Context: an optimization exercise on an open-source flow, tuned for small area. The choices shown serve that exercise and are no tape-out recipe. Function was checked by simulation only, so behaviour that the tests miss may differ from the original. The flow treats the clock pin as an ideal source. Dropping or thinning the clock tree relies on that and would not hold on a real chip. Power and IR drop assume default switching activity.

## run a
Design zxkbd, start of the top module:
module zxkbd
(
input               clk,
input               reset,
output              res_k,
output      [12:1]  f,
input               ps2_clk,
input               ps2_data,
input       [7:0]   zx_kb_scan,
output      [4:0]   zx_kb_out,
output      [4:0]   k_joy,        
output              num_joy
);
Settings: LEC_CHECK=0, ABC_AREA=1, CAP_MARGIN=20, CORE_MARGIN=2, CORE_UTILIZATION=40, PLACE_DENSITY=0.6, SLEW_MARGIN=20; clock period 5.0 ns.
standard.sh (not shown) runs the stock make flow with config.mk's settings and CLKGATE_MAP_FILE= SYNTH_SCRIPT=/design/flow/synth_recipe.tcl, a recipe that flattens the netlist after the stock synthesis.
==> flow/flow/run.sh <==
#!/bin/bash
# The standard ORFS flow (standard.sh) with three changes:
#  - synthesis maps with an area-only ABC script (flow/my_synth.tcl),
#  - ports are buffered with buf_1 instead of the default buffer,
#  - the clock tree uses clkbuf_8 and no dummy loads.
set -euo pipefail
export MY_FLOW_DIR=$PWD
sed "s#SYNTH_SCRIPT=[^ ]*#SYNTH_SCRIPT=$PWD/flow/my_synth.tcl#" standard.sh > my_standard.sh
export BUFFER_PORTS_ARGS="-buffer_cell sky130_fd_sc_hd__buf_1"
export CTS_ARGS="-sink_clustering_enable -sink_clustering_size 24 -sink_clustering_max_diameter 300 -repair_clock_nets -dont_use_dummy_load -buf_list sky130_fd_sc_hd__clkbuf_8 -root_buf sky130_fd_sc_hd__clkbuf_8"
bash my_standard.sh > standard.log 2>&1
==> flow/flow/abc_area.script <==
strash
balance
rewrite
refactor
balance
rewrite
rewrite -z
balance
refactor -z
rewrite -z
balance
dch
amap
mfs2
strash
dch
amap
topo
==> flow/flow/my_synth.tcl <==
# The standard synthesis script, with ABC's technology mapping run with an
# area-only script (flow/abc_area.script) instead of ORFS's timing-driven one.
proc abc {args} {
  set i [lsearch $args -script]
  if {$i >= 0} { lset args [expr {$i+1}] $::env(MY_FLOW_DIR)/flow/abc_area.script }
  yosys abc {*}$args
}
source $::env(MY_FLOW_DIR)/synth_recipe.tcl
Here is what was changed in the inputs of run b compared with run a.
diff --git a/flow/flow/run.sh b/flow/flow/run.sh
--- a/flow/flow/run.sh
+++ b/flow/flow/run.sh
@@ -10 +10 @@
-export CTS_ARGS="-sink_clustering_enable -sink_clustering_size 24 -sink_clustering_max_diameter 300 -repair_clock_nets -dont_use_dummy_load -buf_list sky130_fd_sc_hd__clkbuf_8 -root_buf sky130_fd_sc_hd__clkbuf_8"
+export CTS_ARGS="-sink_clustering_enable -repair_clock_nets -dont_use_dummy_load -buf_list sky130_fd_sc_hd__clkbuf_8 -root_buf sky130_fd_sc_hd__clkbuf_8"
Notes after the runs:
Run b -> run a: non-clock buffer count delta 0, exact match. Between run b and run a, the difference in via density per instance is negligible. On width of the die, run b tracks run a almost exactly. Re total wire length after detailed routing: no difference whatsoever between run a and run b. Simple-gate share of the synthesized area of run b is on par with run a. Re maximum frequency: no difference whatsoever between run a and run b. Diff run a..run b | routing usage on met3 | unchanged. Run b and run a ended up with nearly the same HPWL after detailed placement.

## run 1
Starting RTL as in the previous note.
==> flow/config.mk <==
export PLATFORM = sky130hd
export DESIGN_NAME = zxkbd
export DESIGN_NICKNAME = zxkbd
export VERILOG_FILES = /design/flow/design.v
export SDC_FILE = /design/flow/constraint.sdc
export NUM_CORES = 4
export LEC_CHECK = 0
export ABC_AREA = 1
export CAP_MARGIN = 20
export CORE_MARGIN = 2
export CORE_UTILIZATION = 40
export PLACE_DENSITY = 0.6
export SLEW_MARGIN = 20
==> flow/constraint.sdc <==
create_clock -name core_clock -period 5.0 [get_ports {clk}]
set_input_delay 1.0000 -clock core_clock [delete_from_list [all_inputs] [get_ports {clk}]]
set_output_delay 1.0000 -clock core_clock [all_outputs]
set_load 0.01 [all_outputs]
==> flow/flow/run.sh <==
#!/bin/bash
# The standard ORFS flow (standard.sh) with three changes:
#  - synthesis maps with area-only ABC scripts, keeping the smallest result
#    (flow/my_synth.tcl, flow/abc_*.script),
#  - ports are buffered with buf_1 instead of the default buffer,
#  - the clock tree is a clkbuf_4 root driving five clkbuf_8 leaves
#    (flow/my_cts.tcl, run as ORFS's PRE_CTS_TCL hook).
set -euo pipefail
export MY_FLOW_DIR=$PWD
sed "s#SYNTH_SCRIPT=[^ ]*#SYNTH_SCRIPT=$PWD/flow/my_synth.tcl#" standard.sh > my_standard.sh
export BUFFER_PORTS_ARGS="-buffer_cell sky130_fd_sc_hd__buf_1"
export PRE_CTS_TCL=$PWD/flow/my_cts.tcl
bash my_standard.sh > standard.log 2>&1
==> flow/flow/my_cts.tcl <==
# PRE_CTS_TCL hook: a two-level clock tree built here instead of TritonCTS.
# The clock port drives one root buffer, which drives $nleaf leaf buffers,
# one per group of placed flip-flops (recursive bisection of the flip-flop
# locations into groups of equal size); each leaf buffer sits at the centre
# of its flip-flops, the root at the centre of the leaves.
# clock_tree_synthesis is then skipped; the rest of ORFS's CTS step
# (legalisation, timing repair) runs as usual.
set nleaf 5
set leafm [[ord::get_db] findMaster sky130_fd_sc_hd__clkbuf_8]
set rootm [[ord::get_db] findMaster sky130_fd_sc_hd__clkbuf_4]
set block [ord::get_db_block]
set clk [$block findNet clk]

set sinks {}
foreach it [$clk getITerms] {
  set bb [[$it getInst] getBBox]
  lappend sinks [list $it [expr {([$bb xMin] + [$bb xMax]) / 2}] [expr {([$bb yMin] + [$bb yMax]) / 2}]]
}

# split the sinks into k groups of (nearly) equal size, cutting the longer
# side of their bounding box
proc split_sinks {sinks k} {
  if {$k <= 1} { return [list $sinks] }
  set xs {}; set ys {}
  foreach s $sinks { lappend xs [lindex $s 1]; lappend ys [lindex $s 2] }
  set xs [lsort -integer $xs]; set ys [lsort -integer $ys]
  set w [expr {[lindex $xs end] - [lindex $xs 0]}]
  set h [expr {[lindex $ys end] - [lindex $ys 0]}]
  set idx [expr {$w >= $h ? 1 : 2}]
  set sinks [lsort -integer -index $idx $sinks]
  set ka [expr {$k / 2}]
  set kb [expr {$k - $ka}]
  set na [expr {([llength $sinks] * $ka + $k / 2) / $k}]
  return [concat [split_sinks [lrange $sinks 0 [expr {$na - 1}]] $ka] \
                 [split_sinks [lrange $sinks $na end] $kb]]
}

set root [odb::dbInst_create $block $rootm clkbuf_root]
set rnet [odb::dbNet_create $block clknet_root]
$rnet setSigType CLOCK
[$root findITerm A] connect $clk
[$root findITerm X] connect $rnet

set k 0
set lx 0; set ly 0
foreach g [split_sinks $sinks $nleaf] {
  set sx 0; set sy 0
  foreach s $g { incr sx [lindex $s 1]; incr sy [lindex $s 2] }
  set cx [expr {$sx / [llength $g]}]
  set cy [expr {$sy / [llength $g]}]
  set buf [odb::dbInst_create $block $leafm clkbuf_leaf_$k]
  set net [odb::dbNet_create $block clknet_leaf_$k]
  $net setSigType CLOCK
  [$buf findITerm A] connect $rnet
  [$buf findITerm X] connect $net
  foreach s $g {
    set it [lindex $s 0]
    $it disconnect
    $it connect $net
  }
  $buf setLocation $cx $cy
  $buf setPlacementStatus PLACED
  puts "clock buffer clkbuf_leaf_$k: [llength $g] flip-flops, at $cx $cy"
  incr lx $cx; incr ly $cy
  incr k
}
$root setLocation [expr {$lx / $k}] [expr {$ly / $k}]
$root setPlacementStatus PLACED
$clk setSigType CLOCK
set_propagated_clock [all_clocks]

proc clock_tree_synthesis {args} {
  puts "clock_tree_synthesis skipped: the clock tree was built by flow/my_cts.tcl"
}
Other scripts of this flow, unchanged in this note and not shown: flow/flow/abc_a1.script, flow/flow/abc_a3.script, flow/flow/abc_b3.script, flow/flow/abc_b5.script, flow/flow/abc_b6.script, flow/flow/abc_c2.script, flow/flow/abc_d2.script, flow/flow/abc_e2.script, flow/flow/my_synth.tcl
Input changes introduced in run 2 (baseline for comparison: run 1):
Settings: GPL_TIMING_DRIVEN now 0, previously not set; SLEW_MARGIN now 0, was 20; PLACE_DENSITY now 0.8, was 0.6; CORE_UTILIZATION now 70, was 40; CAP_MARGIN now 0, was 20.
-- flow/flow/run.sh --
<<< run 1, line 5
#  - ports are buffered with buf_1 instead of the default buffer,
#  - the clock tree is a clkbuf_4 root driving five clkbuf_8 leaves
#    (flow/my_cts.tcl, run as ORFS's PRE_CTS_TCL hook).
>>> run 2, line 5
#  - ports are buffered with buf_1 instead of the default buffer,
#  - the clock port drives four clkbuf_8 leaf buffers
#    (flow/my_cts.tcl, run as ORFS's PRE_CTS_TCL hook).
-- flow/flow/my_cts.tcl --
<<< run 1, line 1
# PRE_CTS_TCL hook: a two-level clock tree built here instead of TritonCTS.
# The clock port drives one root buffer, which drives $nleaf leaf buffers,
# one per group of placed flip-flops (recursive bisection of the flip-flop
# locations into groups of equal size); each leaf buffer sits at the centre
# of its flip-flops, the root at the centre of the leaves.
# clock_tree_synthesis is then skipped; the rest of ORFS's CTS step
# (legalisation, timing repair) runs as usual.
set nleaf 5
set leafm [[ord::get_db] findMaster sky130_fd_sc_hd__clkbuf_8]
set rootm [[ord::get_db] findMaster sky130_fd_sc_hd__clkbuf_4]
set block [ord::get_db_block]
>>> run 2, line 1
# PRE_CTS_TCL hook: a one-level clock tree built here instead of TritonCTS.
# The clock port drives $nleaf leaf buffers directly, one per group of placed
# flip-flops (recursive bisection of the flip-flop locations into groups of
# equal size); each leaf buffer sits at the centre of its flip-flops.
# clock_tree_synthesis is then skipped; the rest of ORFS's CTS step
# (legalisation, timing repair) runs as usual.
set nleaf 4
set leafm [[ord::get_db] findMaster sky130_fd_sc_hd__clkbuf_8]
set block [ord::get_db_block]
<<< run 1, line 37

set root [odb::dbInst_create $block $rootm clkbuf_root]
set rnet [odb::dbNet_create $block clknet_root]
$rnet setSigType CLOCK
[$root findITerm A] connect $clk
[$root findITerm X] connect $rnet

>>> run 2, line 35

set rnet $clk

<<< run 1, line 66
}
$root setLocation [expr {$lx / $k}] [expr {$ly / $k}]
$root setPlacementStatus PLACED
$clk setSigType CLOCK
>>> run 2, line 60
}
$clk setSigType CLOCK
--- outcome ---
- Going from run 1 to run 2, final net count shrank slightly.
- Clock period minus worst slack deteriorates in run 2 relative to run 1.
- Compared with run 1, run 2 is more frugal on power.
- On number of hold violations in the final report, run 2 tracks run 1 almost exactly.
- The number of global-route vias before repair in run 2 was lower than what run 1 gave.
- Of run 2 and run 1, the higher first-pass GRT wire length belongs to run 1.
- Final core utilization (run 2 over run 1): increase, 33 points
- Run 2 vs. run 1: filler-free cell count of the finished design went down by 47.
- Run 2 vs run 1: worst setup slack down in run 2
- The tap cell count in run 2 sits 37% below the value recorded for run 1.
Edits applied to the flow inputs when going from run 2 to run 3:
Settings: swapping 70 for 40 in CORE_UTILIZATION; swapping 0.8 for 0.6 in PLACE_DENSITY.
-- flow/flow/run.sh --
<<< run 2, line 5
#  - ports are buffered with buf_1 instead of the default buffer,
#  - the clock port drives four clkbuf_8 leaf buffers
#    (flow/my_cts.tcl, run as ORFS's PRE_CTS_TCL hook).
>>> run 3, line 5
#  - ports are buffered with buf_1 instead of the default buffer,
#  - the clock tree is a clkbuf_2 root driving five clkbuf_8 leaves
#    (flow/my_cts.tcl, run as ORFS's PRE_CTS_TCL hook).
==> flow/flow/abc_h2.script (new file) <==
strash
balance
rewrite
refactor
balance
rewrite
rewrite -z
balance
refactor -z
rewrite -z
balance
&get -n
&deepsyn -T 40 -S 3
&put
dch -f
amap
mfs2
strash
dch -f
amap
topo
==> flow/flow/abc_h3.script (new file) <==
strash
balance
rewrite
refactor
balance
rewrite
rewrite -z
balance
refactor -z
rewrite -z
balance
&get -n
&deepsyn -T 40 -S 11
&put
dch -f
amap
mfs2
strash
dch -f
amap
topo
==> flow/flow/abc_i2.script (new file) <==
strash
balance
rewrite
refactor
balance
rewrite
rewrite -z
balance
refactor -z
rewrite -z
balance
&get -n
&deepsyn -T 40 -S 7
&put
dch
amap
mfs2
strash
dch
amap
mfs2
strash
dch -f
amap
topo
-- flow/flow/my_cts.tcl --
<<< run 2, line 1
# PRE_CTS_TCL hook: a one-level clock tree built here instead of TritonCTS.
# The clock port drives $nleaf leaf buffers directly, one per group of placed
# flip-flops (recursive bisection of the flip-flop locations into groups of
# equal size); each leaf buffer sits at the centre of its flip-flops.
# clock_tree_synthesis is then skipped; the rest of ORFS's CTS step
# (legalisation, timing repair) runs as usual.
set nleaf 4
set leafm [[ord::get_db] findMaster sky130_fd_sc_hd__clkbuf_8]
set block [ord::get_db_block]
>>> run 3, line 1
# PRE_CTS_TCL hook: a two-level clock tree built here instead of TritonCTS.
# The clock port drives one root buffer, which drives $nleaf leaf buffers,
# one per group of placed flip-flops (recursive bisection of the flip-flop
# locations into groups of equal size); each leaf buffer sits at the centre
# of its flip-flops, the root at the centre of the leaves.
# clock_tree_synthesis is then skipped; the rest of ORFS's CTS step
# (legalisation, timing repair) runs as usual.
set nleaf 5
set leafm [[ord::get_db] findMaster sky130_fd_sc_hd__clkbuf_8]
set rootm [[ord::get_db] findMaster sky130_fd_sc_hd__clkbuf_2]
set block [ord::get_db_block]
<<< run 2, line 35

set rnet $clk

>>> run 3, line 37

set root [odb::dbInst_create $block $rootm clkbuf_root]
set rnet [odb::dbNet_create $block clknet_root]
$rnet setSigType CLOCK
[$root findITerm A] connect $clk
[$root findITerm X] connect $rnet

<<< run 2, line 60
}
$clk setSigType CLOCK
>>> run 3, line 66
}
$root setLocation [expr {$lx / $k}] [expr {$ly / $k}]
$root setPlacementStatus PLACED
$clk setSigType CLOCK
Results
Run 3 completed end to end with timing, DRC and antenna clean.
Power: run 3 draws more than run 2
Global-route usage ends up higher on run 2.
Summary of run 3 over run 2: setup slack now larger, worst slack on hold paths ~0 delta.
Measured against each other, run 2 and run 3 differ in logic gate share of total power, the higher figure coming from run 2.
Time the final worst path needs with I/O delays and setup (run 3 over run 2): decrease, 0.24 ns
Edits applied to the flow inputs when going from run 3 to run 4:
Settings: clearing GPL_TIMING_DRIVEN, which used to be 0.
removed: flow/flow/abc_h2.script
removed: flow/flow/abc_h3.script
removed: flow/flow/abc_i2.script
Notes after the runs:
Compared with run 3, in run 4 met3 routing resource usage after global routing shrank by 0.41 points; total power shrank by about 0.4%; global-route usage shrank by 0.33 points; amount of wire on met2 after detailed routing grew by 220 µm. Met1 track utilization from global routing: run 4 and run 3 compared, higher one is run 3. In the flow results for run 4 and run 3, the first-pass GRT wire length is larger on run 3. Comparing sequential share of layout area for run 4 and run 3, the bigger number came from run 3. Run 3 has a lower maximum frequency than run 4. Run 4 has worst setup margin above what run 3 had. As far as die area goes, run 3 and run 4 are indistinguishable; the numbers are identical. Cmp run 4 and run 3 / power dissipated by switching net loads / lower: run 4.
In every run of this note, the design's own scripts or RTL, not TritonCTS, make the clock network.

-- afterwards: timing with drivers on the ports --
No port has a modelled driver above. Below, the same layouts with a new extraction and two added sets of constraints. Step 1: set_driving_cell puts a clkbuf_16 on clk and a buf_2 on each other input, an assumption about the parent block. Step 2 also shifts input and output timing later by t, the mid clock arrival at the registers, as if the neighbouring blocks saw the same clock. a / b / c = ideal ports / drivers / drivers and shift; a / b = the first two.
run | t, ns | setup WS [ns] | worst hold slack (ns) | clock arrival spread, ns | worst register clock-pin slew, ns
run a | 0.381 | 1.820 / 1.828 / 1.447 | 0.403 / 0.403 / 0.403 | 0.027 / 0.028 | 0.09 / 0.09
run b | 0.381 | 1.820 / 1.828 / 1.447 | 0.403 / 0.403 / 0.403 | 0.027 / 0.028 | 0.09 / 0.09
run 1 | 0.434 | 2.156 / 2.131 / 2.129 | 0.416 / 0.416 / 0.416 | 0.010 / 0.010 | 0.11 / 0.11
run 2 | 0.228 | 1.088 / 1.125 / 0.897 | 0.418 / 0.418 / 0.418 | 0.008 / 0.007 | 0.12 / 0.12
run 3 | 0.539 | 1.324 / 1.332 / 0.793 | 0.416 / 0.416 / 0.416 | 0.010 / 0.010 | 0.11 / 0.11
run 4 | 0.513 | 2.144 / 2.120 / 2.120 | 0.416 / 0.416 / 0.416 | 0.009 / 0.008 | 0.11 / 0.11
After both steps every run listed still meets setup and hold. For run 3, which loses most, drivers alone change the setup slack by +0.008 ns; drivers and shift together by -0.531 ns.
